Background: an optimization exercise with open tools, aiming at small area. Do not read the settings as production practice. Function was checked by simulation only, so behaviour that the tests miss may differ from the original.

===== design/flow/flow/run.sh =====
#!/bin/bash
# Layout: the standard flow (standard.sh), except that the buffer put on
# every input and output port is the smallest buffer cell, and the buffers
# synthesis inserted are removed at floorplan (placement is not timing-driven;
# timing is repaired after clock tree synthesis and global routing).
# The whole output of the flow goes to standard.log; ORFS keeps each step's
# log under orfs/logs/.
set -euo pipefail
cd "$(dirname "$0")/.."
export BUFFER_PORTS_ARGS="-buffer_cell sky130_fd_sc_hd__buf_1"
export REMOVE_ABC_BUFFERS=1
bash standard.sh > standard.log 2>&1

===== design/flow/design.v =====
`timescale 1ns / 1ps
module ws_conv5(
    input sys_clk,
    input en,
    input load_w,
    input clr,
    input [10:0] w11, w12, w13, w14, w15,
    input [10:0] w21, w22, w23, w24, w25,
    input [10:0] w31, w32, w33, w34, w35,
    input [10:0] w41, w42, w43, w44, w45,
    input [10:0] w51, w52, w53, w54, w55,
    input [10:0] bias,
    input [10:0] x1, x2, x3, x4, x5,
    output reg [10:0] acc_out
    );
    wire [10:0] win [0:24];
    assign win[0] = w11; assign win[1] = w12; assign win[2] = w13; assign win[3] = w14; assign win[4] = w15;
    assign win[5] = w21; assign win[6] = w22; assign win[7] = w23; assign win[8] = w24; assign win[9] = w25;
    assign win[10] = w31; assign win[11] = w32; assign win[12] = w33; assign win[13] = w34; assign win[14] = w35;
    assign win[15] = w41; assign win[16] = w42; assign win[17] = w43; assign win[18] = w44; assign win[19] = w45;
    assign win[20] = w51; assign win[21] = w52; assign win[22] = w53; assign win[23] = w54; assign win[24] = w55;
    wire [10:0] xin [0:4];
    assign xin[0] = x1; assign xin[1] = x2; assign xin[2] = x3; assign xin[3] = x4; assign xin[4] = x5;
    wire step = en & ~load_w;
    reg [10:0] wc [0:24];     
    reg [10:0] wt [0:24];     
    reg [10:0] b;             
    reg [10:0] f [0:4][0:3];  
    reg [10:0] sa [0:4];      
    reg [10:0] sb [0:4];      
    integer i, r, c;
    always @(posedge sys_clk) begin
        if (en) begin
            b <= bias;
            for (i = 0; i < 25; i = i + 1)
                wc[i] <= win[i][10] ? {1'b1, ~win[i][9:0] + 10'd1} : win[i];
        end
        if (load_w)
            for (i = 0; i < 25; i = i + 1)
                wt[i] <= wc[i];
    end
    wire [10:0] rsa [0:4];
    wire [10:0] rsb [0:4];
    genvar gr, gc;
    generate
        for (gr = 0; gr < 5; gr = gr + 1) begin : row
            wire [10:0] pc [0:4];    
            wire [4:0] pci;          
            for (gc = 0; gc < 5; gc = gc + 1) begin : col
                wire [10:0] wv = wt[gr*5+gc];
                wire [10:0] xv;
                wire [10:0] c;
                wire cin;
                assign pc[gc] = c;
                assign pci[gc] = cin;
                if (gc == 0) begin : p
                    assign xv = xin[gr];
                wire t1 = ~(wv[0] & xv[0]);
                wire t2 = ~(wv[0] & xv[1]);
                wire t3 = ~(wv[0] & xv[2]);
                wire t4 = ~(wv[0] & xv[3]);
                wire t5 = ~(wv[0] & xv[4]);
                wire t6 = ~(wv[0] & xv[5]);
                wire t7 = ~(wv[0] & xv[6]);
                wire t8 = ~(wv[0] & xv[7]);
                wire t9 = ~(wv[0] & xv[8]);
                wire t10 = ~(wv[0] & xv[9]);
                wire t11 = ~(wv[1] & xv[0]);
                wire t12 = ~(wv[1] & xv[1]);
                wire t13 = ~(wv[1] & xv[2]);
                wire t14 = ~(wv[1] & xv[3]);
                wire t15 = ~(wv[1] & xv[4]);
                wire t16 = ~(wv[1] & xv[5]);
                wire t17 = ~(wv[1] & xv[6]);
                wire t18 = ~(wv[1] & xv[7]);
                wire t19 = ~(wv[1] & xv[8]);
                wire t20 = ~(wv[1] & xv[9]);
                wire t21 = ~(wv[2] & xv[0]);
                wire t22 = ~(wv[2] & xv[1]);
                wire t23 = ~(wv[2] & xv[2]);
                wire t24 = ~(wv[2] & xv[3]);
                wire t25 = ~(wv[2] & xv[4]);
                wire t26 = ~(wv[2] & xv[5]);
                wire t27 = ~(wv[2] & xv[6]);
                wire t28 = ~(wv[2] & xv[7]);
                wire t29 = ~(wv[2] & xv[8]);
                wire t30 = ~(wv[2] & xv[9]);
                wire t31 = ~(wv[3] & xv[0]);
                wire t32 = ~(wv[3] & xv[1]);
                wire t33 = ~(wv[3] & xv[2]);
                wire t34 = ~(wv[3] & xv[3]);
                wire t35 = ~(wv[3] & xv[4]);
                wire t36 = ~(wv[3] & xv[5]);
                wire t37 = ~(wv[3] & xv[6]);
                wire t38 = ~(wv[3] & xv[7]);
                wire t39 = ~(wv[3] & xv[8]);
                wire t40 = ~(wv[3] & xv[9]);
                wire t41 = ~(wv[4] & xv[0]);
                wire t42 = ~(wv[4] & xv[1]);
                wire t43 = ~(wv[4] & xv[2]);
                wire t44 = ~(wv[4] & xv[3]);
                wire t45 = ~(wv[4] & xv[4]);
                wire t46 = ~(wv[4] & xv[5]);
                wire t47 = ~(wv[4] & xv[6]);
                wire t48 = ~(wv[4] & xv[7]);
                wire t49 = ~(wv[4] & xv[8]);
                wire t50 = ~(wv[4] & xv[9]);
                wire t51 = ~(wv[5] & xv[0]);
                wire t52 = ~(wv[5] & xv[1]);
                wire t53 = ~(wv[5] & xv[2]);
                wire t54 = ~(wv[5] & xv[3]);
                wire t55 = ~(wv[5] & xv[4]);
                wire t56 = ~(wv[5] & xv[5]);
                wire t57 = ~(wv[5] & xv[6]);
                wire t58 = ~(wv[5] & xv[7]);
                wire t59 = ~(wv[5] & xv[8]);
                wire t60 = ~(wv[5] & xv[9]);
                wire t61 = ~(wv[6] & xv[0]);
                wire t62 = ~(wv[6] & xv[1]);
                wire t63 = ~(wv[6] & xv[2]);
                wire t64 = ~(wv[6] & xv[3]);
                wire t65 = ~(wv[6] & xv[4]);
                wire t66 = ~(wv[6] & xv[5]);
                wire t67 = ~(wv[6] & xv[6]);
                wire t68 = ~(wv[6] & xv[7]);
                wire t69 = ~(wv[6] & xv[8]);
                wire t70 = ~(wv[6] & xv[9]);
                wire t71 = ~(wv[7] & xv[0]);
                wire t72 = ~(wv[7] & xv[1]);
                wire t73 = ~(wv[7] & xv[2]);
                wire t74 = ~(wv[7] & xv[3]);
                wire t75 = ~(wv[7] & xv[4]);
                wire t76 = ~(wv[7] & xv[5]);
                wire t77 = ~(wv[7] & xv[6]);
                wire t78 = ~(wv[7] & xv[7]);
                wire t79 = ~(wv[7] & xv[8]);
                wire t80 = ~(wv[7] & xv[9]);
                wire t81 = ~(wv[8] & xv[0]);
                wire t82 = ~(wv[8] & xv[1]);
                wire t83 = ~(wv[8] & xv[2]);
                wire t84 = ~(wv[8] & xv[3]);
                wire t85 = ~(wv[8] & xv[4]);
                wire t86 = ~(wv[8] & xv[5]);
                wire t87 = ~(wv[8] & xv[6]);
                wire t88 = ~(wv[8] & xv[7]);
                wire t89 = ~(wv[8] & xv[8]);
                wire t90 = ~(wv[9] & xv[0]);
                wire t91 = ~(wv[9] & xv[1]);
                wire t92 = ~(wv[9] & xv[2]);
                wire t93 = ~(wv[9] & xv[3]);
                wire t94 = ~(wv[9] & xv[4]);
                wire t95 = ~(wv[9] & xv[5]);
                wire t96 = ~(wv[9] & xv[6]);
                wire t97 = ~(wv[9] & xv[7]);
                wire t98, t99;
                xnor2m ut98(.a(t3), .b(t12), .y(t98));
                or2m ut99(.a(t3), .b(t12), .y(t99));
                wire t100, t101;
                fa ut100(.a(t4), .b(t13), .c(t22), .s(t100), .co(t101));
                wire t102, t103;
                xnor2m ut102(.a(t31), .b(t99), .y(t102));
                or2m ut103(.a(t31), .b(t99), .y(t103));
                wire t104, t105;
                fa ut104(.a(t5), .b(t14), .c(t23), .s(t104), .co(t105));
                wire t106, t107;
                fa ut106(.a(t32), .b(t41), .c(t101), .s(t106), .co(t107));
                wire t108, t109;
                xnor2m ut108(.a(t103), .b(t104), .y(t108));
                or2m ut109(.a(t103), .b(t104), .y(t109));
                wire t110, t111;
                fa ut110(.a(t6), .b(t15), .c(t24), .s(t110), .co(t111));
                wire t112, t113;
                fa ut112(.a(t33), .b(t42), .c(t51), .s(t112), .co(t113));
                wire t114, t115;
                fa ut114(.a(t105), .b(t110), .c(t112), .s(t114), .co(t115));
                wire t116, t117;
                xnor2m ut116(.a(t109), .b(t107), .y(t116));
                or2m ut117(.a(t109), .b(t107), .y(t117));
                wire t118, t119;
                fa ut118(.a(t7), .b(t16), .c(t25), .s(t118), .co(t119));
                wire t120, t121;
                fa ut120(.a(t34), .b(t43), .c(t52), .s(t120), .co(t121));
                wire t122, t123;
                fa ut122(.a(t61), .b(t111), .c(t113), .s(t122), .co(t123));
                wire t124, t125;
                fa ut124(.a(t118), .b(t120), .c(t115), .s(t124), .co(t125));
                wire t126, t127;
                xnor2m ut126(.a(t122), .b(t117), .y(t126));
                or2m ut127(.a(t122), .b(t117), .y(t127));
                wire t128, t129;
                fa ut128(.a(t8), .b(t17), .c(t26), .s(t128), .co(t129));
                wire t130, t131;
                fa ut130(.a(t35), .b(t44), .c(t53), .s(t130), .co(t131));
                wire t132, t133;
                fa ut132(.a(t62), .b(t71), .c(t119), .s(t132), .co(t133));
                wire t134, t135;
                fa ut134(.a(t121), .b(t128), .c(t130), .s(t134), .co(t135));
                wire t136, t137;
                fa ut136(.a(t123), .b(t132), .c(t134), .s(t136), .co(t137));
                wire t138, t139;
                xnor2m ut138(.a(t127), .b(t125), .y(t138));
                or2m ut139(.a(t127), .b(t125), .y(t139));
                wire t140, t141;
                fa ut140(.a(t9), .b(t18), .c(t27), .s(t140), .co(t141));
                wire t142, t143;
                fa ut142(.a(t36), .b(t45), .c(t54), .s(t142), .co(t143));
                wire t144, t145;
                fa ut144(.a(t63), .b(t72), .c(t81), .s(t144), .co(t145));
                wire t146, t147;
                fa ut146(.a(t129), .b(t131), .c(t140), .s(t146), .co(t147));
                wire t148, t149;
                fa ut148(.a(t142), .b(t144), .c(t133), .s(t148), .co(t149));
                wire t150, t151;
                fa ut150(.a(t135), .b(t146), .c(t148), .s(t150), .co(t151));
                wire t152, t153;
                xnor2m ut152(.a(t137), .b(t139), .y(t152));
                or2m ut153(.a(t137), .b(t139), .y(t153));
                wire t154, t155;
                fa ut154(.a(t10), .b(t19), .c(t28), .s(t154), .co(t155));
                wire t156, t157;
                fa ut156(.a(t37), .b(t46), .c(t55), .s(t156), .co(t157));
                wire t158, t159;
                fa ut158(.a(t64), .b(t73), .c(t82), .s(t158), .co(t159));
                wire t160, t161;
                fa ut160(.a(t90), .b(t141), .c(t143), .s(t160), .co(t161));
                wire t162, t163;
                fa ut162(.a(t145), .b(t154), .c(t156), .s(t162), .co(t163));
                wire t164, t165;
                fa ut164(.a(t158), .b(t147), .c(t160), .s(t164), .co(t165));
                wire t166, t167;
                fa ut166(.a(t162), .b(t149), .c(t164), .s(t166), .co(t167));
                wire t168, t169;
                xnor2m ut168(.a(t151), .b(t153), .y(t168));
                or2m ut169(.a(t151), .b(t153), .y(t169));
                wire t170, t171;
                fa ut170(.a(t20), .b(t29), .c(t38), .s(t170), .co(t171));
                wire t172, t173;
                fa ut172(.a(t47), .b(t56), .c(t65), .s(t172), .co(t173));
                wire t174, t175;
                fa ut174(.a(t74), .b(t83), .c(t91), .s(t174), .co(t175));
                wire t176, t177;
                fa ut176(.a(t155), .b(t157), .c(t159), .s(t176), .co(t177));
                wire t178, t179;
                fa ut178(.a(t170), .b(t172), .c(t174), .s(t178), .co(t179));
                wire t180, t181;
                fa ut180(.a(t161), .b(t163), .c(t176), .s(t180), .co(t181));
                wire t182, t183;
                fa ut182(.a(t178), .b(t165), .c(t180), .s(t182), .co(t183));
                wire t184, t185;
                xnor2m ut184(.a(t167), .b(t182), .y(t184));
                or2m ut185(.a(t167), .b(t182), .y(t185));
                wire t186, t187;
                fa ut186(.a(t30), .b(t39), .c(t48), .s(t186), .co(t187));
                wire t188, t189;
                fa ut188(.a(t57), .b(t66), .c(t75), .s(t188), .co(t189));
                wire t190, t191;
                fa ut190(.a(t84), .b(t92), .c(t171), .s(t190), .co(t191));
                wire t192, t193;
                fa ut192(.a(t173), .b(t175), .c(t186), .s(t192), .co(t193));
                wire t194, t195;
                fa ut194(.a(t188), .b(t177), .c(t179), .s(t194), .co(t195));
                wire t196, t197;
                fa ut196(.a(t190), .b(t192), .c(t181), .s(t196), .co(t197));
                wire t198, t199;
                fa ut198(.a(t194), .b(t183), .c(t196), .s(t198), .co(t199));
                wire t200, t201;
                fa ut200(.a(t40), .b(t49), .c(t58), .s(t200), .co(t201));
                wire t202, t203;
                fa ut202(.a(t67), .b(t76), .c(t85), .s(t202), .co(t203));
                wire t204, t205;
                fa ut204(.a(t93), .b(t187), .c(t189), .s(t204), .co(t205));
                wire t206, t207;
                fa ut206(.a(t200), .b(t202), .c(t191), .s(t206), .co(t207));
                wire t208, t209;
                fa ut208(.a(t193), .b(t204), .c(t195), .s(t208), .co(t209));
                wire t210, t211;
                fa ut210(.a(t206), .b(t197), .c(t208), .s(t210), .co(t211));
                wire t212, t213;
                fa ut212(.a(t50), .b(t59), .c(t68), .s(t212), .co(t213));
                wire t214, t215;
                fa ut214(.a(t77), .b(t86), .c(t94), .s(t214), .co(t215));
                wire t216, t217;
                fa ut216(.a(t201), .b(t203), .c(t212), .s(t216), .co(t217));
                wire t218, t219;
                fa ut218(.a(t214), .b(t205), .c(t216), .s(t218), .co(t219));
                wire t220, t221;
                fa ut220(.a(t207), .b(t218), .c(t209), .s(t220), .co(t221));
                wire t222, t223;
                fa ut222(.a(t60), .b(t69), .c(t78), .s(t222), .co(t223));
                wire t224, t225;
                fa ut224(.a(t87), .b(t95), .c(t213), .s(t224), .co(t225));
                wire t226, t227;
                fa ut226(.a(t215), .b(t222), .c(t217), .s(t226), .co(t227));
                wire t228, t229;
                fa ut228(.a(t224), .b(t219), .c(t226), .s(t228), .co(t229));
                wire t230, t231;
                fa ut230(.a(t70), .b(t79), .c(t88), .s(t230), .co(t231));
                wire t232, t233;
                fa ut232(.a(t96), .b(t223), .c(t230), .s(t232), .co(t233));
                wire t234, t235;
                fa ut234(.a(t225), .b(t232), .c(t227), .s(t234), .co(t235));
                wire t236, t237;
                fa ut236(.a(t80), .b(t89), .c(t97), .s(t236), .co(t237));
                wire t238, t239;
                fa ut238(.a(t231), .b(t236), .c(t233), .s(t238), .co(t239));
                wire t240, t241;
                xnor2m ut240(.a(t2), .b(t11), .y(t240));
                or2m ut241(.a(t2), .b(t11), .y(t241));
                wire t242, t243;
                fa ut242(.a(t21), .b(t241), .c(t98), .s(t242), .co(t243));
                wire t244, t245;
                fa ut244(.a(t100), .b(t102), .c(t243), .s(t244), .co(t245));
                wire t246, t247;
                fa ut246(.a(t108), .b(t106), .c(t245), .s(t246), .co(t247));
                wire t248, t249;
                fa ut248(.a(t114), .b(t116), .c(t247), .s(t248), .co(t249));
                wire t250, t251;
                fa ut250(.a(t126), .b(t124), .c(t249), .s(t250), .co(t251));
                wire t252, t253;
                fa ut252(.a(t136), .b(t138), .c(t251), .s(t252), .co(t253));
                wire t254, t255;
                fa ut254(.a(t150), .b(t152), .c(t253), .s(t254), .co(t255));
                wire t256, t257;
                fa ut256(.a(t166), .b(t168), .c(t255), .s(t256), .co(t257));
                wire t258, t259;
                fa ut258(.a(t169), .b(t184), .c(t257), .s(t258), .co(t259));
                wire t260, t261;
                fa ut260(.a(t185), .b(t198), .c(t259), .s(t260), .co(t261));
                wire t262, t263;
                xnor2m ut262(.a(t199), .b(t210), .y(t262));
                or2m ut263(.a(t199), .b(t210), .y(t263));
                wire t264, t265;
                fa ut264(.a(t211), .b(t220), .c(t263), .s(t264), .co(t265));
                wire t266, t267;
                fa ut266(.a(t228), .b(t221), .c(t265), .s(t266), .co(t267));
                wire t268, t269;
                fa ut268(.a(t229), .b(t234), .c(t267), .s(t268), .co(t269));
                wire t270 = t235 ^ t238 ^ t269;
                wire t271, t272;
                ha ut271(.a(t199), .b(t210), .s(t271), .co(t272));
                wire t273, t274;
                fa ut273(.a(t211), .b(t220), .c(t272), .s(t273), .co(t274));
                wire t275, t276;
                fa ut275(.a(t228), .b(t221), .c(t274), .s(t275), .co(t276));
                wire t277, t278;
                fa ut277(.a(t229), .b(t234), .c(t276), .s(t277), .co(t278));
                wire t279 = t235 ^ t238 ^ t278;
                wire t280 = t261 ? t262 : t271;
                wire t281 = t261 ? t264 : t273;
                wire t282 = t261 ? t266 : t275;
                wire t283 = t261 ? t268 : t277;
                wire t284 = t261 ? t270 : t279;
                wire [9:0] t = {~t284, ~t283, ~t282, ~t281, ~t280, ~t260, ~t258, ~t256, ~t254, ~t252};
                wire sg = wv[10] ^ xv[10];
                wire lowz = t1 & t240 & t242 & t244 & t246 & t248 & t250;
                assign cin = sg & (lowz | ~|t);
                assign c = {sg, t ^ {10{sg}}};
                end else begin : q
                    assign xv = f[gr][gc-1];
                wire t1 = ~(wv[0] & xv[0]);
                wire t2 = ~(wv[0] & xv[1]);
                wire t3 = ~(wv[0] & xv[2]);
                wire t4 = ~(wv[0] & xv[3]);
                wire t5 = ~(wv[0] & xv[4]);
                wire t6 = ~(wv[0] & xv[5]);
                wire t7 = ~(wv[0] & xv[6]);
                wire t8 = ~(wv[0] & xv[7]);
                wire t9 = ~(wv[0] & xv[8]);
                wire t10 = ~(wv[0] & xv[9]);
                wire t11 = ~(wv[1] & xv[0]);
                wire t12 = ~(wv[1] & xv[1]);
                wire t13 = ~(wv[1] & xv[2]);
                wire t14 = ~(wv[1] & xv[3]);
                wire t15 = ~(wv[1] & xv[4]);
                wire t16 = ~(wv[1] & xv[5]);
                wire t17 = ~(wv[1] & xv[6]);
                wire t18 = ~(wv[1] & xv[7]);
                wire t19 = ~(wv[1] & xv[8]);
                wire t20 = ~(wv[1] & xv[9]);
                wire t21 = ~(wv[2] & xv[0]);
                wire t22 = ~(wv[2] & xv[1]);
                wire t23 = ~(wv[2] & xv[2]);
                wire t24 = ~(wv[2] & xv[3]);
                wire t25 = ~(wv[2] & xv[4]);
                wire t26 = ~(wv[2] & xv[5]);
                wire t27 = ~(wv[2] & xv[6]);
                wire t28 = ~(wv[2] & xv[7]);
                wire t29 = ~(wv[2] & xv[8]);
                wire t30 = ~(wv[2] & xv[9]);
                wire t31 = ~(wv[3] & xv[0]);
                wire t32 = ~(wv[3] & xv[1]);
                wire t33 = ~(wv[3] & xv[2]);
                wire t34 = ~(wv[3] & xv[3]);
                wire t35 = ~(wv[3] & xv[4]);
                wire t36 = ~(wv[3] & xv[5]);
                wire t37 = ~(wv[3] & xv[6]);
                wire t38 = ~(wv[3] & xv[7]);
                wire t39 = ~(wv[3] & xv[8]);
                wire t40 = ~(wv[3] & xv[9]);
                wire t41 = ~(wv[4] & xv[0]);
                wire t42 = ~(wv[4] & xv[1]);
                wire t43 = ~(wv[4] & xv[2]);
                wire t44 = ~(wv[4] & xv[3]);
                wire t45 = ~(wv[4] & xv[4]);
                wire t46 = ~(wv[4] & xv[5]);
                wire t47 = ~(wv[4] & xv[6]);
                wire t48 = ~(wv[4] & xv[7]);
                wire t49 = ~(wv[4] & xv[8]);
                wire t50 = ~(wv[4] & xv[9]);
                wire t51 = ~(wv[5] & xv[0]);
                wire t52 = ~(wv[5] & xv[1]);
                wire t53 = ~(wv[5] & xv[2]);
                wire t54 = ~(wv[5] & xv[3]);
                wire t55 = ~(wv[5] & xv[4]);
                wire t56 = ~(wv[5] & xv[5]);
                wire t57 = ~(wv[5] & xv[6]);
                wire t58 = ~(wv[5] & xv[7]);
                wire t59 = ~(wv[5] & xv[8]);
                wire t60 = ~(wv[5] & xv[9]);
                wire t61 = ~(wv[6] & xv[0]);
                wire t62 = ~(wv[6] & xv[1]);
                wire t63 = ~(wv[6] & xv[2]);
                wire t64 = ~(wv[6] & xv[3]);
                wire t65 = ~(wv[6] & xv[4]);
                wire t66 = ~(wv[6] & xv[5]);
                wire t67 = ~(wv[6] & xv[6]);
                wire t68 = ~(wv[6] & xv[7]);
                wire t69 = ~(wv[6] & xv[8]);
                wire t70 = ~(wv[6] & xv[9]);
                wire t71 = ~(wv[7] & xv[0]);
                wire t72 = ~(wv[7] & xv[1]);
                wire t73 = ~(wv[7] & xv[2]);
                wire t74 = ~(wv[7] & xv[3]);
                wire t75 = ~(wv[7] & xv[4]);
                wire t76 = ~(wv[7] & xv[5]);
                wire t77 = ~(wv[7] & xv[6]);
                wire t78 = ~(wv[7] & xv[7]);
                wire t79 = ~(wv[7] & xv[8]);
                wire t80 = ~(wv[7] & xv[9]);
                wire t81 = ~(wv[8] & xv[0]);
                wire t82 = ~(wv[8] & xv[1]);
                wire t83 = ~(wv[8] & xv[2]);
                wire t84 = ~(wv[8] & xv[3]);
                wire t85 = ~(wv[8] & xv[4]);
                wire t86 = ~(wv[8] & xv[5]);
                wire t87 = ~(wv[8] & xv[6]);
                wire t88 = ~(wv[8] & xv[7]);
                wire t89 = ~(wv[8] & xv[8]);
                wire t90 = ~(wv[9] & xv[0]);
                wire t91 = ~(wv[9] & xv[1]);
                wire t92 = ~(wv[9] & xv[2]);
                wire t93 = ~(wv[9] & xv[3]);
                wire t94 = ~(wv[9] & xv[4]);
                wire t95 = ~(wv[9] & xv[5]);
                wire t96 = ~(wv[9] & xv[6]);
                wire t97 = ~(wv[9] & xv[7]);
                wire t98, t99;
                xnor2m ut98(.a(t2), .b(t11), .y(t98));
                or2m ut99(.a(t2), .b(t11), .y(t99));
                wire t100, t101;
                fa ut100(.a(t3), .b(t12), .c(t21), .s(t100), .co(t101));
                wire t102, t103;
                xnor2m ut102(.a(t99), .b(t100), .y(t102));
                or2m ut103(.a(t99), .b(t100), .y(t103));
                wire t104, t105;
                fa ut104(.a(t4), .b(t13), .c(t22), .s(t104), .co(t105));
                wire t106, t107;
                fa ut106(.a(t31), .b(t101), .c(t104), .s(t106), .co(t107));
                wire t108, t109;
                xnor2m ut108(.a(t103), .b(t106), .y(t108));
                or2m ut109(.a(t103), .b(t106), .y(t109));
                wire t110, t111;
                fa ut110(.a(t5), .b(t14), .c(t23), .s(t110), .co(t111));
                wire t112, t113;
                fa ut112(.a(t32), .b(t41), .c(t105), .s(t112), .co(t113));
                wire t114, t115;
                fa ut114(.a(t110), .b(t112), .c(t107), .s(t114), .co(t115));
                wire t116, t117;
                xnor2m ut116(.a(t109), .b(t114), .y(t116));
                or2m ut117(.a(t109), .b(t114), .y(t117));
                wire t118, t119;
                fa ut118(.a(t6), .b(t15), .c(t24), .s(t118), .co(t119));
                wire t120, t121;
                fa ut120(.a(t33), .b(t42), .c(t51), .s(t120), .co(t121));
                wire t122, t123;
                fa ut122(.a(t111), .b(t118), .c(t120), .s(t122), .co(t123));
                wire t124, t125;
                fa ut124(.a(t113), .b(t122), .c(t115), .s(t124), .co(t125));
                wire t126, t127;
                xnor2m ut126(.a(t117), .b(t124), .y(t126));
                or2m ut127(.a(t117), .b(t124), .y(t127));
                wire t128, t129;
                fa ut128(.a(t7), .b(t16), .c(t25), .s(t128), .co(t129));
                wire t130, t131;
                fa ut130(.a(t34), .b(t43), .c(t52), .s(t130), .co(t131));
                wire t132, t133;
                fa ut132(.a(t61), .b(t119), .c(t121), .s(t132), .co(t133));
                wire t134, t135;
                fa ut134(.a(t128), .b(t130), .c(t132), .s(t134), .co(t135));
                wire t136, t137;
                fa ut136(.a(t123), .b(t134), .c(t125), .s(t136), .co(t137));
                wire t138, t139;
                xnor2m ut138(.a(t127), .b(t136), .y(t138));
                or2m ut139(.a(t127), .b(t136), .y(t139));
                wire t140, t141;
                fa ut140(.a(t8), .b(t17), .c(t26), .s(t140), .co(t141));
                wire t142, t143;
                fa ut142(.a(t35), .b(t44), .c(t53), .s(t142), .co(t143));
                wire t144, t145;
                fa ut144(.a(t62), .b(t71), .c(t129), .s(t144), .co(t145));
                wire t146, t147;
                fa ut146(.a(t131), .b(t140), .c(t142), .s(t146), .co(t147));
                wire t148, t149;
                fa ut148(.a(t133), .b(t144), .c(t146), .s(t148), .co(t149));
                wire t150, t151;
                fa ut150(.a(t135), .b(t148), .c(t137), .s(t150), .co(t151));
                wire t152, t153;
                xnor2m ut152(.a(t139), .b(t150), .y(t152));
                or2m ut153(.a(t139), .b(t150), .y(t153));
                wire t154, t155;
                fa ut154(.a(t9), .b(t18), .c(t27), .s(t154), .co(t155));
                wire t156, t157;
                fa ut156(.a(t36), .b(t45), .c(t54), .s(t156), .co(t157));
                wire t158, t159;
                fa ut158(.a(t63), .b(t72), .c(t81), .s(t158), .co(t159));
                wire t160, t161;
                fa ut160(.a(t141), .b(t143), .c(t154), .s(t160), .co(t161));
                wire t162, t163;
                fa ut162(.a(t156), .b(t158), .c(t145), .s(t162), .co(t163));
                wire t164, t165;
                fa ut164(.a(t147), .b(t160), .c(t162), .s(t164), .co(t165));
                wire t166, t167;
                fa ut166(.a(t149), .b(t164), .c(t151), .s(t166), .co(t167));
                wire t168, t169;
                xnor2m ut168(.a(t153), .b(t166), .y(t168));
                or2m ut169(.a(t153), .b(t166), .y(t169));
                wire t170, t171;
                fa ut170(.a(t10), .b(t19), .c(t28), .s(t170), .co(t171));
                wire t172, t173;
                fa ut172(.a(t37), .b(t46), .c(t55), .s(t172), .co(t173));
                wire t174, t175;
                fa ut174(.a(t64), .b(t73), .c(t82), .s(t174), .co(t175));
                wire t176, t177;
                fa ut176(.a(t90), .b(t155), .c(t157), .s(t176), .co(t177));
                wire t178, t179;
                fa ut178(.a(t159), .b(t170), .c(t172), .s(t178), .co(t179));
                wire t180, t181;
                fa ut180(.a(t174), .b(t176), .c(t161), .s(t180), .co(t181));
                wire t182, t183;
                fa ut182(.a(t178), .b(t163), .c(t180), .s(t182), .co(t183));
                wire t184, t185;
                fa ut184(.a(t165), .b(t182), .c(t167), .s(t184), .co(t185));
                wire t186, t187;
                xnor2m ut186(.a(t169), .b(t184), .y(t186));
                or2m ut187(.a(t169), .b(t184), .y(t187));
                wire t188, t189;
                fa ut188(.a(t20), .b(t29), .c(t38), .s(t188), .co(t189));
                wire t190, t191;
                fa ut190(.a(t47), .b(t56), .c(t65), .s(t190), .co(t191));
                wire t192, t193;
                fa ut192(.a(t74), .b(t83), .c(t91), .s(t192), .co(t193));
                wire t194, t195;
                fa ut194(.a(t171), .b(t173), .c(t175), .s(t194), .co(t195));
                wire t196, t197;
                fa ut196(.a(t188), .b(t190), .c(t192), .s(t196), .co(t197));
                wire t198, t199;
                fa ut198(.a(t177), .b(t194), .c(t179), .s(t198), .co(t199));
                wire t200, t201;
                fa ut200(.a(t196), .b(t181), .c(t198), .s(t200), .co(t201));
                wire t202, t203;
                fa ut202(.a(t183), .b(t200), .c(t185), .s(t202), .co(t203));
                wire t204, t205;
                xnor2m ut204(.a(t187), .b(t202), .y(t204));
                or2m ut205(.a(t187), .b(t202), .y(t205));
                wire t206, t207;
                fa ut206(.a(t30), .b(t39), .c(t48), .s(t206), .co(t207));
                wire t208, t209;
                fa ut208(.a(t57), .b(t66), .c(t75), .s(t208), .co(t209));
                wire t210, t211;
                fa ut210(.a(t84), .b(t92), .c(t189), .s(t210), .co(t211));
                wire t212, t213;
                fa ut212(.a(t191), .b(t193), .c(t206), .s(t212), .co(t213));
                wire t214, t215;
                fa ut214(.a(t208), .b(t195), .c(t210), .s(t214), .co(t215));
                wire t216, t217;
                fa ut216(.a(t197), .b(t212), .c(t199), .s(t216), .co(t217));
                wire t218, t219;
                fa ut218(.a(t214), .b(t201), .c(t216), .s(t218), .co(t219));
                wire t220, t221;
                fa ut220(.a(t218), .b(t203), .c(t205), .s(t220), .co(t221));
                wire t222, t223;
                fa ut222(.a(t40), .b(t49), .c(t58), .s(t222), .co(t223));
                wire t224, t225;
                fa ut224(.a(t67), .b(t76), .c(t85), .s(t224), .co(t225));
                wire t226, t227;
                fa ut226(.a(t93), .b(t207), .c(t209), .s(t226), .co(t227));
                wire t228, t229;
                fa ut228(.a(t222), .b(t224), .c(t211), .s(t228), .co(t229));
                wire t230, t231;
                fa ut230(.a(t226), .b(t213), .c(t215), .s(t230), .co(t231));
                wire t232, t233;
                fa ut232(.a(t228), .b(t217), .c(t230), .s(t232), .co(t233));
                wire t234, t235;
                fa ut234(.a(t219), .b(t232), .c(t221), .s(t234), .co(t235));
                wire t236, t237;
                fa ut236(.a(t50), .b(t59), .c(t68), .s(t236), .co(t237));
                wire t238, t239;
                fa ut238(.a(t77), .b(t86), .c(t94), .s(t238), .co(t239));
                wire t240, t241;
                fa ut240(.a(t223), .b(t225), .c(t236), .s(t240), .co(t241));
                wire t242, t243;
                fa ut242(.a(t238), .b(t227), .c(t240), .s(t242), .co(t243));
                wire t244, t245;
                fa ut244(.a(t229), .b(t242), .c(t231), .s(t244), .co(t245));
                wire t246, t247;
                fa ut246(.a(t233), .b(t244), .c(t235), .s(t246), .co(t247));
                wire t248, t249;
                fa ut248(.a(t60), .b(t69), .c(t78), .s(t248), .co(t249));
                wire t250, t251;
                fa ut250(.a(t87), .b(t95), .c(t237), .s(t250), .co(t251));
                wire t252, t253;
                fa ut252(.a(t239), .b(t248), .c(t250), .s(t252), .co(t253));
                wire t254, t255;
                fa ut254(.a(t241), .b(t243), .c(t252), .s(t254), .co(t255));
                wire t256, t257;
                fa ut256(.a(t254), .b(t245), .c(t247), .s(t256), .co(t257));
                wire t258, t259;
                fa ut258(.a(t70), .b(t79), .c(t88), .s(t258), .co(t259));
                wire t260, t261;
                fa ut260(.a(t96), .b(t249), .c(t258), .s(t260), .co(t261));
                wire t262, t263;
                fa ut262(.a(t251), .b(t260), .c(t253), .s(t262), .co(t263));
                wire t264, t265;
                fa ut264(.a(t255), .b(t262), .c(t257), .s(t264), .co(t265));
                wire t266, t267;
                fa ut266(.a(t80), .b(t89), .c(t97), .s(t266), .co(t267));
                wire t268, t269;
                fa ut268(.a(t259), .b(t266), .c(t261), .s(t268), .co(t269));
                wire t270, t271;
                fa ut270(.a(t268), .b(t263), .c(t265), .s(t270), .co(t271));
                wire [9:0] t = {~t270, ~t264, ~t256, ~t246, ~t234, ~t220, ~t204, ~t186, ~t168, ~t152};
                wire sg = wv[10] ^ xv[10];
                wire lowz = t1 & t98 & t102 & t108 & t116 & t126 & t138;
                assign cin = sg & (lowz | ~|t);
                assign c = {sg, t ^ {10{sg}}};
                end
            end
            if (gr == 0) begin : r0
            wire t1, t2;
            fa ut1(.a(b[0]), .b(pc[1][0]), .c(pc[2][0]), .s(t1), .co(t2));
            wire t3, t4;
            fa ut3(.a(pc[3][0]), .b(pc[4][0]), .c(t1), .s(t3), .co(t4));
            wire t5, t6;
            fa ut5(.a(t3), .b(pc[0][0]), .c(pci[0]), .s(t5), .co(t6));
            wire t7, t8;
            fa ut7(.a(pci[1]), .b(pci[2]), .c(pci[3]), .s(t7), .co(t8));
            wire t9, t10;
            ha ut9(.a(pci[4]), .b(t5), .s(t9), .co(t10));
            wire t11, t12;
            fa ut11(.a(b[1]), .b(pc[1][1]), .c(pc[2][1]), .s(t11), .co(t12));
            wire t13, t14;
            fa ut13(.a(pc[3][1]), .b(pc[4][1]), .c(t2), .s(t13), .co(t14));
            wire t15, t16;
            fa ut15(.a(t11), .b(t4), .c(t13), .s(t15), .co(t16));
            wire t17, t18;
            fa ut17(.a(t15), .b(pc[0][1]), .c(t6), .s(t17), .co(t18));
            wire t19, t20;
            ha ut19(.a(t10), .b(t8), .s(t19), .co(t20));
            wire t21, t22;
            fa ut21(.a(b[2]), .b(pc[1][2]), .c(pc[2][2]), .s(t21), .co(t22));
            wire t23, t24;
            fa ut23(.a(pc[3][2]), .b(pc[4][2]), .c(t12), .s(t23), .co(t24));
            wire t25, t26;
            fa ut25(.a(t14), .b(t21), .c(t23), .s(t25), .co(t26));
            wire t27, t28;
            fa ut27(.a(t16), .b(t25), .c(pc[0][2]), .s(t27), .co(t28));
            wire t29, t30;
            ha ut29(.a(t27), .b(t18), .s(t29), .co(t30));
            wire t31, t32;
            fa ut31(.a(b[3]), .b(pc[1][3]), .c(pc[2][3]), .s(t31), .co(t32));
            wire t33, t34;
            fa ut33(.a(pc[3][3]), .b(pc[4][3]), .c(t22), .s(t33), .co(t34));
            wire t35, t36;
            fa ut35(.a(t24), .b(t26), .c(t31), .s(t35), .co(t36));
            wire t37, t38;
            fa ut37(.a(t33), .b(t35), .c(pc[0][3]), .s(t37), .co(t38));
            wire t39, t40;
            ha ut39(.a(t28), .b(t37), .s(t39), .co(t40));
            wire t41, t42;
            fa ut41(.a(b[4]), .b(pc[1][4]), .c(pc[2][4]), .s(t41), .co(t42));
            wire t43, t44;
            fa ut43(.a(pc[3][4]), .b(pc[4][4]), .c(t32), .s(t43), .co(t44));
            wire t45, t46;
            fa ut45(.a(t34), .b(t36), .c(t41), .s(t45), .co(t46));
            wire t47, t48;
            fa ut47(.a(t43), .b(t45), .c(pc[0][4]), .s(t47), .co(t48));
            wire t49, t50;
            ha ut49(.a(t38), .b(t40), .s(t49), .co(t50));
            wire t51, t52;
            fa ut51(.a(b[5]), .b(pc[1][5]), .c(pc[2][5]), .s(t51), .co(t52));
            wire t53, t54;
            fa ut53(.a(pc[3][5]), .b(pc[4][5]), .c(t42), .s(t53), .co(t54));
            wire t55, t56;
            fa ut55(.a(t44), .b(t46), .c(t51), .s(t55), .co(t56));
            wire t57, t58;
            fa ut57(.a(t53), .b(t55), .c(pc[0][5]), .s(t57), .co(t58));
            wire t59, t60;
            ha ut59(.a(t48), .b(t50), .s(t59), .co(t60));
            wire t61, t62;
            fa ut61(.a(b[6]), .b(pc[1][6]), .c(pc[2][6]), .s(t61), .co(t62));
            wire t63, t64;
            fa ut63(.a(pc[3][6]), .b(pc[4][6]), .c(t52), .s(t63), .co(t64));
            wire t65, t66;
            fa ut65(.a(t54), .b(t56), .c(t61), .s(t65), .co(t66));
            wire t67, t68;
            fa ut67(.a(t63), .b(pc[0][6]), .c(t65), .s(t67), .co(t68));
            wire t69, t70;
            ha ut69(.a(t58), .b(t60), .s(t69), .co(t70));
            wire t71, t72;
            fa ut71(.a(b[7]), .b(pc[1][7]), .c(pc[2][7]), .s(t71), .co(t72));
            wire t73, t74;
            fa ut73(.a(pc[3][7]), .b(pc[4][7]), .c(t62), .s(t73), .co(t74));
            wire t75, t76;
            fa ut75(.a(t64), .b(t66), .c(t71), .s(t75), .co(t76));
            wire t77, t78;
            fa ut77(.a(t73), .b(pc[0][7]), .c(t68), .s(t77), .co(t78));
            wire t79, t80;
            ha ut79(.a(t75), .b(t70), .s(t79), .co(t80));
            wire t81, t82;
            fa ut81(.a(b[8]), .b(pc[1][8]), .c(pc[2][8]), .s(t81), .co(t82));
            wire t83, t84;
            fa ut83(.a(pc[3][8]), .b(pc[4][8]), .c(t72), .s(t83), .co(t84));
            wire t85, t86;
            fa ut85(.a(t74), .b(pc[0][8]), .c(t76), .s(t85), .co(t86));
            wire t87, t88;
            fa ut87(.a(t81), .b(t83), .c(t78), .s(t87), .co(t88));
            wire t89, t90;
            ha ut89(.a(t80), .b(t85), .s(t89), .co(t90));
            wire t91, t92;
            fa ut91(.a(b[9]), .b(pc[0][9]), .c(pc[1][9]), .s(t91), .co(t92));
            wire t93, t94;
            fa ut93(.a(pc[2][9]), .b(pc[3][9]), .c(pc[4][9]), .s(t93), .co(t94));
            wire t95, t96;
            fa ut95(.a(t82), .b(t84), .c(t86), .s(t95), .co(t96));
            wire t97, t98;
            fa ut97(.a(t91), .b(t93), .c(t90), .s(t97), .co(t98));
            wire t99, t100;
            ha ut99(.a(t88), .b(t95), .s(t99), .co(t100));
            wire t101, t102;
            fa ut101(.a(b[10]), .b(pc[0][10]), .c(pc[1][10]), .s(t101), .co(t102));
            wire t103, t104;
            fa ut103(.a(pc[2][10]), .b(pc[3][10]), .c(pc[4][10]), .s(t103), .co(t104));
            wire t105, t106;
            fa ut105(.a(t101), .b(t103), .c(t92), .s(t105), .co(t106));
            wire t107, t108;
            fa ut107(.a(t94), .b(t96), .c(t105), .s(t107), .co(t108));
            wire t109, t110;
            ha ut109(.a(t100), .b(t98), .s(t109), .co(t110));
            assign rsa[gr] = {t107, t97, t87, t77, t67, t57, t47, t30, t20, t17, t7};
            assign rsb[gr] = {t109, t99, t89, t79, t69, t59, t49, t39, t29, t19, t9};
            end else begin : rn
            wire t1, t2;
            fa ut1(.a(sa[gr-1][0]), .b(sb[gr-1][0]), .c(pc[1][0]), .s(t1), .co(t2));
            wire t3, t4;
            fa ut3(.a(pc[2][0]), .b(pc[3][0]), .c(pc[4][0]), .s(t3), .co(t4));
            wire t5, t6;
            fa ut5(.a(t1), .b(t3), .c(pc[0][0]), .s(t5), .co(t6));
            wire t7, t8;
            fa ut7(.a(t5), .b(pci[0]), .c(pci[1]), .s(t7), .co(t8));
            wire t9, t10;
            fa ut9(.a(pci[2]), .b(pci[3]), .c(pci[4]), .s(t9), .co(t10));
            wire t11, t12;
            fa ut11(.a(sa[gr-1][1]), .b(sb[gr-1][1]), .c(pc[1][1]), .s(t11), .co(t12));
            wire t13, t14;
            fa ut13(.a(pc[2][1]), .b(pc[3][1]), .c(pc[4][1]), .s(t13), .co(t14));
            wire t15, t16;
            fa ut15(.a(t2), .b(t4), .c(t11), .s(t15), .co(t16));
            wire t17, t18;
            fa ut17(.a(t13), .b(t15), .c(pc[0][1]), .s(t17), .co(t18));
            wire t19, t20;
            fa ut19(.a(t6), .b(t17), .c(t8), .s(t19), .co(t20));
            wire t21, t22;
            fa ut21(.a(sa[gr-1][2]), .b(sb[gr-1][2]), .c(pc[1][2]), .s(t21), .co(t22));
            wire t23, t24;
            fa ut23(.a(pc[2][2]), .b(pc[3][2]), .c(pc[4][2]), .s(t23), .co(t24));
            wire t25, t26;
            fa ut25(.a(t12), .b(t14), .c(t16), .s(t25), .co(t26));
            wire t27, t28;
            fa ut27(.a(t21), .b(t23), .c(t25), .s(t27), .co(t28));
            wire t29, t30;
            fa ut29(.a(t27), .b(pc[0][2]), .c(t18), .s(t29), .co(t30));
            wire t31, t32;
            fa ut31(.a(sa[gr-1][3]), .b(sb[gr-1][3]), .c(pc[1][3]), .s(t31), .co(t32));
            wire t33, t34;
            fa ut33(.a(pc[2][3]), .b(pc[3][3]), .c(pc[4][3]), .s(t33), .co(t34));
            wire t35, t36;
            fa ut35(.a(t22), .b(t24), .c(t26), .s(t35), .co(t36));
            wire t37, t38;
            fa ut37(.a(t31), .b(t33), .c(t28), .s(t37), .co(t38));
            wire t39, t40;
            fa ut39(.a(t35), .b(t37), .c(pc[0][3]), .s(t39), .co(t40));
            wire t41, t42;
            fa ut41(.a(sa[gr-1][4]), .b(sb[gr-1][4]), .c(pc[1][4]), .s(t41), .co(t42));
            wire t43, t44;
            fa ut43(.a(pc[2][4]), .b(pc[3][4]), .c(pc[4][4]), .s(t43), .co(t44));
            wire t45, t46;
            fa ut45(.a(t32), .b(t34), .c(t36), .s(t45), .co(t46));
            wire t47, t48;
            fa ut47(.a(t41), .b(t43), .c(t38), .s(t47), .co(t48));
            wire t49, t50;
            fa ut49(.a(t45), .b(t47), .c(pc[0][4]), .s(t49), .co(t50));
            wire t51, t52;
            fa ut51(.a(sa[gr-1][5]), .b(sb[gr-1][5]), .c(pc[1][5]), .s(t51), .co(t52));
            wire t53, t54;
            fa ut53(.a(pc[2][5]), .b(pc[3][5]), .c(pc[4][5]), .s(t53), .co(t54));
            wire t55, t56;
            fa ut55(.a(t42), .b(t44), .c(t46), .s(t55), .co(t56));
            wire t57, t58;
            fa ut57(.a(t51), .b(t53), .c(t48), .s(t57), .co(t58));
            wire t59, t60;
            fa ut59(.a(t55), .b(pc[0][5]), .c(t57), .s(t59), .co(t60));
            wire t61, t62;
            fa ut61(.a(sa[gr-1][6]), .b(sb[gr-1][6]), .c(pc[1][6]), .s(t61), .co(t62));
            wire t63, t64;
            fa ut63(.a(pc[2][6]), .b(pc[3][6]), .c(pc[4][6]), .s(t63), .co(t64));
            wire t65, t66;
            fa ut65(.a(t52), .b(t54), .c(t56), .s(t65), .co(t66));
            wire t67, t68;
            fa ut67(.a(t61), .b(t63), .c(pc[0][6]), .s(t67), .co(t68));
            wire t69, t70;
            fa ut69(.a(t58), .b(t65), .c(t60), .s(t69), .co(t70));
            wire t71, t72;
            fa ut71(.a(sa[gr-1][7]), .b(sb[gr-1][7]), .c(pc[1][7]), .s(t71), .co(t72));
            wire t73, t74;
            fa ut73(.a(pc[2][7]), .b(pc[3][7]), .c(pc[4][7]), .s(t73), .co(t74));
            wire t75, t76;
            fa ut75(.a(t62), .b(t64), .c(t66), .s(t75), .co(t76));
            wire t77, t78;
            fa ut77(.a(t71), .b(t73), .c(pc[0][7]), .s(t77), .co(t78));
            wire t79, t80;
            fa ut79(.a(t68), .b(t75), .c(t77), .s(t79), .co(t80));
            wire t81, t82;
            fa ut81(.a(sa[gr-1][8]), .b(sb[gr-1][8]), .c(pc[1][8]), .s(t81), .co(t82));
            wire t83, t84;
            fa ut83(.a(pc[2][8]), .b(pc[3][8]), .c(pc[4][8]), .s(t83), .co(t84));
            wire t85, t86;
            fa ut85(.a(t72), .b(t74), .c(pc[0][8]), .s(t85), .co(t86));
            wire t87, t88;
            fa ut87(.a(t76), .b(t81), .c(t83), .s(t87), .co(t88));
            wire t89, t90;
            fa ut89(.a(t78), .b(t85), .c(t87), .s(t89), .co(t90));
            wire t91, t92;
            fa ut91(.a(sa[gr-1][9]), .b(sb[gr-1][9]), .c(pc[0][9]), .s(t91), .co(t92));
            wire t93, t94;
            fa ut93(.a(pc[1][9]), .b(pc[2][9]), .c(pc[3][9]), .s(t93), .co(t94));
            wire t95, t96;
            fa ut95(.a(pc[4][9]), .b(t82), .c(t84), .s(t95), .co(t96));
            wire t97, t98;
            fa ut97(.a(t86), .b(t91), .c(t88), .s(t97), .co(t98));
            wire t99, t100;
            fa ut99(.a(t93), .b(t95), .c(t90), .s(t99), .co(t100));
            wire t101, t102;
            fa ut101(.a(sa[gr-1][10]), .b(sb[gr-1][10]), .c(pc[0][10]), .s(t101), .co(t102));
            wire t103, t104;
            fa ut103(.a(pc[1][10]), .b(pc[2][10]), .c(pc[3][10]), .s(t103), .co(t104));
            wire t105, t106;
            fa ut105(.a(pc[4][10]), .b(t101), .c(t103), .s(t105), .co(t106));
            wire t107, t108;
            fa ut107(.a(t105), .b(t92), .c(t94), .s(t107), .co(t108));
            wire t109, t110;
            fa ut109(.a(t96), .b(t98), .c(t107), .s(t109), .co(t110));
            assign rsa[gr] = {t100, t97, t80, t70, t67, t50, t40, t30, t20, t10, t7};
            assign rsb[gr] = {t109, t99, t89, t79, t69, t59, t49, t39, t29, t19, t9};
            end
        end
    endgenerate
    wire [10:0] acc_d;
    wire t1, t2;
    ha ut1(.a(sa[4][0]), .b(sb[4][0]), .s(t1), .co(t2));
    wire t3, t4;
    fa ut3(.a(sa[4][1]), .b(sb[4][1]), .c(t2), .s(t3), .co(t4));
    wire t5, t6;
    fa ut5(.a(sa[4][2]), .b(sb[4][2]), .c(t4), .s(t5), .co(t6));
    wire t7, t8;
    fa ut7(.a(sa[4][3]), .b(sb[4][3]), .c(t6), .s(t7), .co(t8));
    wire t9, t10;
    fa ut9(.a(sa[4][4]), .b(sb[4][4]), .c(t8), .s(t9), .co(t10));
    wire t11, t12;
    fa ut11(.a(sa[4][5]), .b(sb[4][5]), .c(t10), .s(t11), .co(t12));
    wire t13, t14;
    fa ut13(.a(sa[4][6]), .b(sb[4][6]), .c(t12), .s(t13), .co(t14));
    wire t15, t16;
    fa ut15(.a(sa[4][7]), .b(sb[4][7]), .c(t14), .s(t15), .co(t16));
    wire t17, t18;
    fa ut17(.a(sa[4][8]), .b(sb[4][8]), .c(t16), .s(t17), .co(t18));
    wire t19, t20;
    fa ut19(.a(sa[4][9]), .b(sb[4][9]), .c(t18), .s(t19), .co(t20));
    wire t21, t22;
    fa ut21(.a(sa[4][10]), .b(sb[4][10]), .c(t20), .s(t21), .co(t22));
    assign acc_d = {t21, t19, t17, t15, t13, t11, t9, t7, t5, t3, t1};
    always @(posedge sys_clk) begin
        if (step) begin
            for (r = 0; r < 5; r = r + 1) begin
                sa[r] <= rsa[r];
                sb[r] <= rsb[r];
                f[r][0] <= xin[r];
                for (c = 1; c < 4; c = c + 1)
                    f[r][c] <= f[r][c-1];
            end
        end
        acc_out <= clr ? 11'd0 : acc_d;
    end
endmodule
module fa(input a, input b, input c, output s, output co);
    assign s = a ^ b ^ c;
    assign co = (a & b) | (a & c) | (b & c);
endmodule
module xnor2m(input a, input b, output y);
    assign y = ~(a ^ b);
endmodule
module or2m(input a, input b, output y);
    assign y = a | b;
endmodule
module ha(input a, input b, output s, output co);
    assign s = a ^ b;
    assign co = a & b;
endmodule

===== design/flow/standard.sh =====
#!/bin/bash
# synth_recipe.tcl (not shown) runs the flow's synth.tcl, then flattens the netlist and writes it again
# the make line also repeats each setting of config.mk as NAME=value (left out here)
make -C /OpenROAD-flow-scripts/flow DESIGN_CONFIG=/design/flow/config.mk WORK_HOME=/design/flow/orfs CLKGATE_MAP_FILE= SYNTH_SCRIPT=/design/flow/synth_recipe.tcl "${@:-finish}"

===== design/flow/config.mk =====
export PLATFORM = sky130hd
export DESIGN_NAME = ws_conv5
export DESIGN_NICKNAME = ws_conv5
export VERILOG_FILES = /design/flow/design.v
export SDC_FILE = /design/flow/constraint.sdc
export NUM_CORES = 4
export LEC_CHECK = 0
export CAP_MARGIN = 0
export CORE_MARGIN = 2
export CORE_UTILIZATION = 60
export CTS_BUF_LIST = sky130_fd_sc_hd__clkbuf_16
export CTS_CLUSTER_DIAMETER = 100
export CTS_CLUSTER_SIZE = 20
export GPL_TIMING_DRIVEN = 0
export PLACE_DENSITY = 0.72
export SLEW_MARGIN = 0
export SYNTH_HIERARCHICAL = 1

===== design/flow/constraint.sdc =====
create_clock -name core_clock -period 9.5 [get_ports {sys_clk}]
set_input_delay 1.9000 -clock core_clock [delete_from_list [all_inputs] [get_ports {sys_clk}]]
set_output_delay 1.9000 -clock core_clock [all_outputs]
set_load 0.01 [all_outputs]

==> flow_summary.json, run 1 <==
{
  "finalHoldViolCount": 0,
  "die_w_um": 403,
  "grt_use_total_pct": 27.3,
  "synth_edf_count": 891,
  "clock_skew_ns": 0.0456,
  "setup_viol_count_final": 0,
  "ys_seq_area_share_pct": 28.3,
  "multi_input_area_um2": 66000,
  "place_congestion": 0.907,
  "async_flop_share_pct": 0,
  "drt-pass1-iter-count": 6,
  "ys_types": 34,
  "worst_slack_ns": 0.211,
  "die_area_um2": 162000,
  "dpl_worst_slack_ns": -0.0600,
  "start_util_pct": 60.3,
  "nets": 10400,
  "grt_pass1_vias": 64100,
  "routedWlPerCell_um": 21.6,
  "dp_hpwl_mm": 171,
  "outcome": "complete, no violations",
  "vias": 58000,
  "cts_buffers": 56,
  "required_ns": 9.94,
  "port_buffers": 355,
  "viasPerCell": 5.84,
  "slew_headroom_pct": 8.26,
  "ctsHtreeMaxLevel": 2,
  "min_path_type": "flip-flop to flip-flop",
  "antenna_found_initial": 21,
  "ys_warn_count": 17,
  "cts_buffer_depth": 3,
  "slew_viol_final": 0,
  "core_um2": 158000,
  "rrSetupSlack_ns": 0.21,
  "yosys-mux-area-fraction_pct": 0.210,
  "ios": 356,
  "grt_first_pass_wirelength_mm": 344,
  "area_delta_synth_final_pct": 5.27,
  "clk_pin_slew_worst_paths_ns": 0.09,
  "fmax_ghz": 0.108,
  "finalCriticalPeriod_ns": 9.29,
  "fillCellCount": 11700,
  "stdcell_area_um2": 100000,
  "clk_latency_ns": 0.71,
  "synthAdderAreaFrac_pct": 46.8,
  "cp_max_fo": 8,
  "worstHoldStart": "wc[2][4]",
  "cap_viol_max_count": 0,
  "cts_num_sinks": 902,
  "instances_no_fill": 9937,
  "drt_iter0_markers": 4604,
  "synth-compound-area-share_pct": 1.83,
  "place_area_um2": 97500,
  "ant_nets": 0,
  "clk_root_buffer_cell": "clkbuf_16",
  "reg2reg_to": "sb[3][9]",
  "regArea_um2": 27000,
  "worst_pin_slew_ns": 1.37,
  "reg2reg_from": "f[13][3]",
  "cts_tree": "built",
  "wirelength_mm": 215,
  "arrival_ns": 9.73,
  "holdPathEnd": "wt[2][4]",
  "synth_top_family_by_area": "adder cells",
  "worstRegToRegCells": 21,
  "synthCells": 7808,
  "die_h_um": 403,
  "criticalPathCategory": "flip-flop to flip-flop",
  "dp_cells": 9710,
  "syn_avg_cell_area_um2": 12.2,
  "cts_hold_buffers": 0,
  "hold_slack_ns": 0.413,
  "synth_area_um2": 95300,
  "fin_crit_sh_pct": 97.8,
  "startpoint_type": "flip-flop",
  "cp-end-kind": "flip-flop",
  "whs_path_depth": 0,
  "grt_max_degree": 43,
  "ys.flop_type": "edfxtp_1",
  "gr-total-overflow": 0,
  "drc": 0,
  "drive_above_1_share_pct": 3.81,
  "synthXorXnorAreaFrac_pct": 6.80,
  "synth-seq-cells": 902,
  "fp-row-count": 146,
  "synth_simple_gate_area_share_pct": 13.4
}
## metrics by stage
stage	utilization, %	setup TNS [ns]
2_1_floorplan	-	-2657.11
3_3_place_gp	61.4	-
3_5_place_dp	61.7	-0.0600
4_1_cts	62.8	0
5_1_grt	63.5	-0.0124
6_report	63.5	0
## per-module statistics from Yosys, one instance, submodules excluded
module,cells inside,copies in the design
ws_conv5,5077,1
fa,1,2204
ha,1,17
xnor2m,1,255
or2m,1,255
## state kept, by name, indices dropped and copies added (netlist names)
| register | cells |
|---|---|
| wc | 275 |
| wt | 275 |
| f | 220 |
| sa | 55 |
| sb | 55 |
| acc_out | 11 |
| b | 11 |
## layout by cell type, fill, tap and decap left out, types with 3 or more instances in the layout
cell	netlist	routed
a31oi_1	5	5
buf_2	25	4
inv_6	0	4
diode_2	0	14
nor2b_1	17	16
o21ai_0	71	71
nand3_1	35	35
or3b_4	23	23
nand2b_1	25	25
mux2i_1	20	20
fa_1	2204	2204
inv_8	0	3
clkinv_2	0	6
a211oi_1	30	30
inv_1	50	57
xnor2_1	667	664
o31ai_1	50	50
xor2_1	73	62
dfxtp_1	11	11
nand2_1	2573	2573
buf_12	0	29
xor2_2	0	11
or2_1	255	255
buf_4	0	119
ha_1	42	42
buf_1	61	353
nor3_1	22	22
a21oi_1	7	7
nor2_1	34	34
nand3b_1	5	5
edfxtp_1	891	891
nand4_1	65	65
inv_2	5	5
a32o_1	5	5
clkbuf_16	0	58
o31ai_4	23	23
o21a_1	22	22
xnor2_2	0	3
or3_1	23	23
## cell families (layout without fill, tap and decap cells)
logic type / after synthesis / count (layout)
simple gates: 3079 / 3079
buf+inv: 606 / 649
other cells: 0 / 14
flops: 902 / 902
compound gates: 215 / 215
xor+xnor: 740 / 740
fa+ha+maj: 2246 / 2246
mux: 20 / 20
## worst max path at each step
stage / cells past startpoint / slack [ns] / start / to
2_1_floorplan: 1 / -8.05 / load_w / f[0][0]
3_3_place_gp: 2 / -85.54 / load_w / f[2][8]
3_5_place_dp: 19 / -0.06 / x2[0] / sb[1][10]
4_1_cts: 22 / 0.06 / f[2][3] / sb[0][10]
5_1_grt: 21 / -0.01 / f[13][3] / sb[3][9]
6_report: 21 / 0.21 / f[13][3] / sb[3][9]
## Yosys cell counts (7+ instances only)
cell      instances  share of area (%)
xor2_1           73               0.67
nand2_1        2573                 10
nand3_1          35               0.18
nor3_1           22               0.12
o31ai_1          50               0.39
fa_1           2204                 46
xnor2_1         667                6.1
mux2i_1          20               0.21
buf_6            23               0.27
or3b_4           23               0.27
a211oi_1         30               0.24
clkbuf_1        442                1.7
buf_1            61               0.24
or2_1           255                1.7
a21oi_1           7              0.037
or3_1            23               0.15
nand2b_1         25               0.16
o21ai_0          71               0.37
inv_1            50               0.20
nor2b_1          17               0.11
edfxtp_1        891                 28
nand4_1          65               0.43
nor2_1           34               0.13
o31ai_4          23               0.51
buf_2            25               0.13
o21a_1           22               0.17
dfxtp_1          11               0.23
ha_1             42               0.55
## per-layer routing
metal / routed length [µm] / global-route usage (%) / vias up
met5: 87 / 0 / -
met1: 75700 / 33.8 / 30500
met2: 114000 / 48.3 / 2557
li1: - / - / 24400
met4: 10900 / 12.7 / 12
met3: 14500 / 3.33 / 514
## worst max-delay path, cell delays in order, from the launching register on
cell and delay, ns:
edfxtp_1 0.56, nand2_1 0.14, fa_1 0.46, fa_1 0.47
fa_1 0.42, fa_1 0.41, fa_1 0.40, fa_1 0.39
fa_1 0.39, fa_1 0.39, fa_1 0.47, or2_1 0.25
fa_1 0.40, fa_1 0.39, fa_1 0.39, fa_1 0.39
fa_1 0.51, xnor2_1 0.18, fa_1 0.64, fa_1 0.44
fa_1 0.42, fa_1 0.51
## repair_timing
item                                    CTS  global route
setup buffers                             0           125
gates resized for setup                   0             3
endpoints found under the setup margin    0            12
## area by class of cell
type	count	area share (%)
Clock buffer	58	1.45
Timing Repair Buffer	509	2.86
Multi-Input combinational cell	6300	65.8
Antenna cell	14	0.0349
Tap cell	2072	2.58
Clock inverter	27	0.226
Inverter	55	0.206
Sequential cell	902	26.9
==> run 2: changes to the inputs <==
==> design/flow/flow/run.sh (replaced) <==
#!/bin/bash
# Layout: the standard flow (standard.sh), except that the buffer put on
# every input and output port is the smallest buffer cell. The whole output of
# the flow goes to standard.log; ORFS keeps each step's log under orfs/logs/.
set -euo pipefail
cd "$(dirname "$0")/.."
export BUFFER_PORTS_ARGS="-buffer_cell sky130_fd_sc_hd__buf_1"
bash standard.sh > standard.log 2>&1
--- a/design/flow/config.mk
+++ b/design/flow/config.mk
@@ -11,7 +11,6 @@
 export CTS_BUF_LIST = sky130_fd_sc_hd__clkbuf_16
 export CTS_CLUSTER_DIAMETER = 100
 export CTS_CLUSTER_SIZE = 20
-export GPL_TIMING_DRIVEN = 0
 export PLACE_DENSITY = 0.72
 export SLEW_MARGIN = 0
 export SYNTH_HIERARCHICAL = 1
==> flow_summary.json, run 2 <==
{
  "nets": 10500,
  "syn_avg_cell_area_um2": 12.2,
  "routedWlPerCell_um": 23.0,
  "finalCriticalPeriod_ns": 9.26,
  "slew_viol_final": 0,
  "ys_types": 34,
  "netlist.area_leader.share_pct": 46.3,
  "clock_skew_ns": 0.0598,
  "ys_warn_count": 17,
  "dp_hpwl_mm": 187,
  "instances_no_fill": 10000,
  "drt-pass1-iter-count": 6,
  "clk_pin_slew_worst_paths_ns": 0.08,
  "ctsHtreeMaxLevel": 2,
  "synthAdderAreaFrac_pct": 46.8,
  "final_common_cell": "nand2_1",
  "outcome": "complete, no violations",
  "arrival_ns": 9.74,
  "yosys-top-cells-area": "fa_1 46%, edfxtp_1 28%, nand2_1 10%",
  "grt_use_total_pct": 29.6,
  "viasPerCell": 5.87,
  "drc": 0,
  "synth_edf_count": 891,
  "layout_common_cells": "2573 x nand2_1, 2204 x fa_1, 891 x edfxtp_1",
  "criticalPathCategory": "flip-flop to flip-flop",
  "grt_pass1_vias": 64900,
  "vias": 58900,
  "slew_headroom_pct": 27.3,
  "cts_buffers": 58,
  "ys.flop_type": "edfxtp_1",
  "die_w_um": 403,
  "synth_area_um2": 95300,
  "fp-row-count": 146,
  "antenna_found_initial": 34,
  "gr-total-overflow": 0,
  "synth-compound-area-share_pct": 1.83,
  "fmax_ghz": 0.108,
  "die_h_um": 403,
  "synth_top_family_by_area": "adder cells",
  "regArea_um2": 27000,
  "drive_above_1_share_pct": 4.78,
  "cap_viol_max_count": 0,
  "ys_seq_area_share_pct": 28.3,
  "startpoint_type": "flip-flop",
  "clk_root_buffer_cell": "clkbuf_16",
  "yosysMostFrequentCell": "nand2_1",
  "synth_area_leader_cell": "fa_1",
  "ios": 356,
  "min_path_type": "flip-flop to flip-flop",
  "multi_input_area_um2": 65900,
  "reg_top3": "wc: 275 flops, wt: 275 flops, f: 220 flops",
  "ant_nets": 0,
  "clk_latency_ns": 0.74,
  "finalHoldViolCount": 0,
  "cp_max_fo": 10,
  "area_delta_synth_final_pct": 5.69,
  "synth-seq-cells": 902,
  "fin_crit_sh_pct": 97.5,
  "die_area_um2": 162000,
  "worst_pin_slew_ns": 1.09,
  "grt_first_pass_wirelength_mm": 366,
  "cp-end-kind": "flip-flop",
  "synthCells": 7808,
  "grt_max_degree": 147,
  "stdcell_area_um2": 101000,
  "cts_buffer_depth": 3,
  "async_flop_share_pct": 0,
  "dpl_worst_slack_ns": 0.199,
  "setup_viol_count_final": 0,
  "worst_slack_ns": 0.240,
  "fillCellCount": 11800,
  "place_area_um2": 98900,
  "hold_slack_ns": 0.391,
  "cts_num_sinks": 902,
  "drt_iter0_markers": 5181,
  "place_congestion": 0.959,
  "cts_tree": "built",
  "dp_cells": 9928,
  "synthXorXnorAreaFrac_pct": 6.80,
  "required_ns": 9.98,
  "rsz0062_at_grt": "true",
  "cts_hold_buffers": 0,
  "start_util_pct": 60.3,
  "yosys-mux-area-fraction_pct": 0.210,
  "synth_simple_gate_area_share_pct": 13.4,
  "ys_top_cells_by_count": "2573 x nand2_1, 2204 x fa_1, 891 x edfxtp_1",
  "core_um2": 158000,
  "port_buffers": 355,
  "wirelength_mm": 231
}
## run 2: cell counts after synthesis
No cell type changed its count.
## run 2: metal layers
metal | global-route usage, % | vias to the layer above | wire length, µm
met1 | 39.1 | 31000 | 86300
met2 | 48.2 | 2779 | 113000
met5 | 0 | - | 221
li1 | - | 24600 | -
met3 | 6.66 | 540 | 20500
met4 | 11.7 | 32 | 10800
## run 2: per-module statistics from Yosys, one instance, submodules excluded
module    flops+latches  cells inside  copies in the design  area [µm²]
xnor2m                0             1                   255        8.76
ws_conv5            902          5077                     1       47200
fa                    0             1                  2204        20.0
or2m                  0             1                   255        6.26
ha                    0             1                    17        12.5
## run 2: critical path: stages (launching register included)
cell	delay, ns
edfxtp_1	0.56
nand2_1	0.15
fa_1	0.46
fa_1	0.47
fa_1	0.44
fa_1	0.40
fa_1	0.40
fa_1	0.41
fa_1	0.41
fa_1	0.40
fa_1	0.47
or2_1	0.26
fa_1	0.50
xnor2_2	0.20
fa_1	0.47
fa_1	0.40
fa_1	0.42
fa_1	0.42
fa_1	0.42
fa_1	0.46
ha_1	0.21
fa_1	0.39
ha_1	0.28
## run 2: worst paths after layout
kind | start | to | depth (start not counted) | slack, ns
worst min-delay path | wc[15][7] | wt[15][7] | 0 | 0.39
worst max register to register | wt[1][0] | sb[0][10] | 22 | 0.24
worst max-delay path | wt[1][0] | sb[0][10] | 22 | 0.24
worst min register to register | wc[15][7] | wt[15][7] | 0 | 0.39
## run 2: cell families (layout without fill, tap and decap cells)
family	count (synthesis)	in the layout
simple gates	3079	3079
fa+ha+maj	2246	2246
buf+inv	606	748
other cells	0	14
mux	20	20
xor+xnor	740	740
compound gates	215	215
flops	902	902
## run 2: timing repair
| action | in CTS | in global routing |
|---|---|---|
| endpoints found under the setup margin | 0 | 4 |
| endpoints found under the hold margin | 0 | 0 |
| setup buffers | 0 | 2 |
| gates resized for setup | 0 | 1 |
## run 2: per-stage QoR
step	TNS, ns	util, %
finish	0	63.8
global route	-0.0497	63.7
CTS	0	63.7
detailed placement	0	62.6
global placement	0	62.6
floorplan	0	-
## run 2: final cells by class
cell class              count  area share [%]
well taps                2072            2.57
multi-input cells        6300            65.4
clock inverters            33           0.348
clock buffers              59            1.47
inverters                  55           0.205
flip-flops and latches    902            26.8
diodes                     14          0.0348
repair buffers            601            3.20

==> re-timing with driven ports <==
In the flow no input, the clock included, has a driving cell. The finished layouts below were timed again as built, in two steps. Step 1: set_driving_cell puts a clkbuf_16 on sys_clk and a buf_2 on each other input, an assumption about the parent block. Step 2 times the ports against the registers' clock, not the clock port: input delays grow and output delays shrink by t, the midpoint of the rising clock arrivals with the driver on. a / b / c = ideal ports / drivers / drivers and shift; a / b = the first two.
| run | t (ns) | setup slack, ns | slew at the worst register clock pin (ns) |
|---|---|---|---|
| run 1 | 0.774 | 0.211 / 0.211 / -0.046 | 0.10 / 0.10 |
| run 2 | 0.802 | 0.240 / 0.240 / 0.240 | 0.09 / 0.09 |
Met with ideal ports but missed after step 2: setup timing in run 1. For run 1, which loses most, drivers alone change the setup slack by 0.000 ns; drivers and shift together by -0.257 ns.
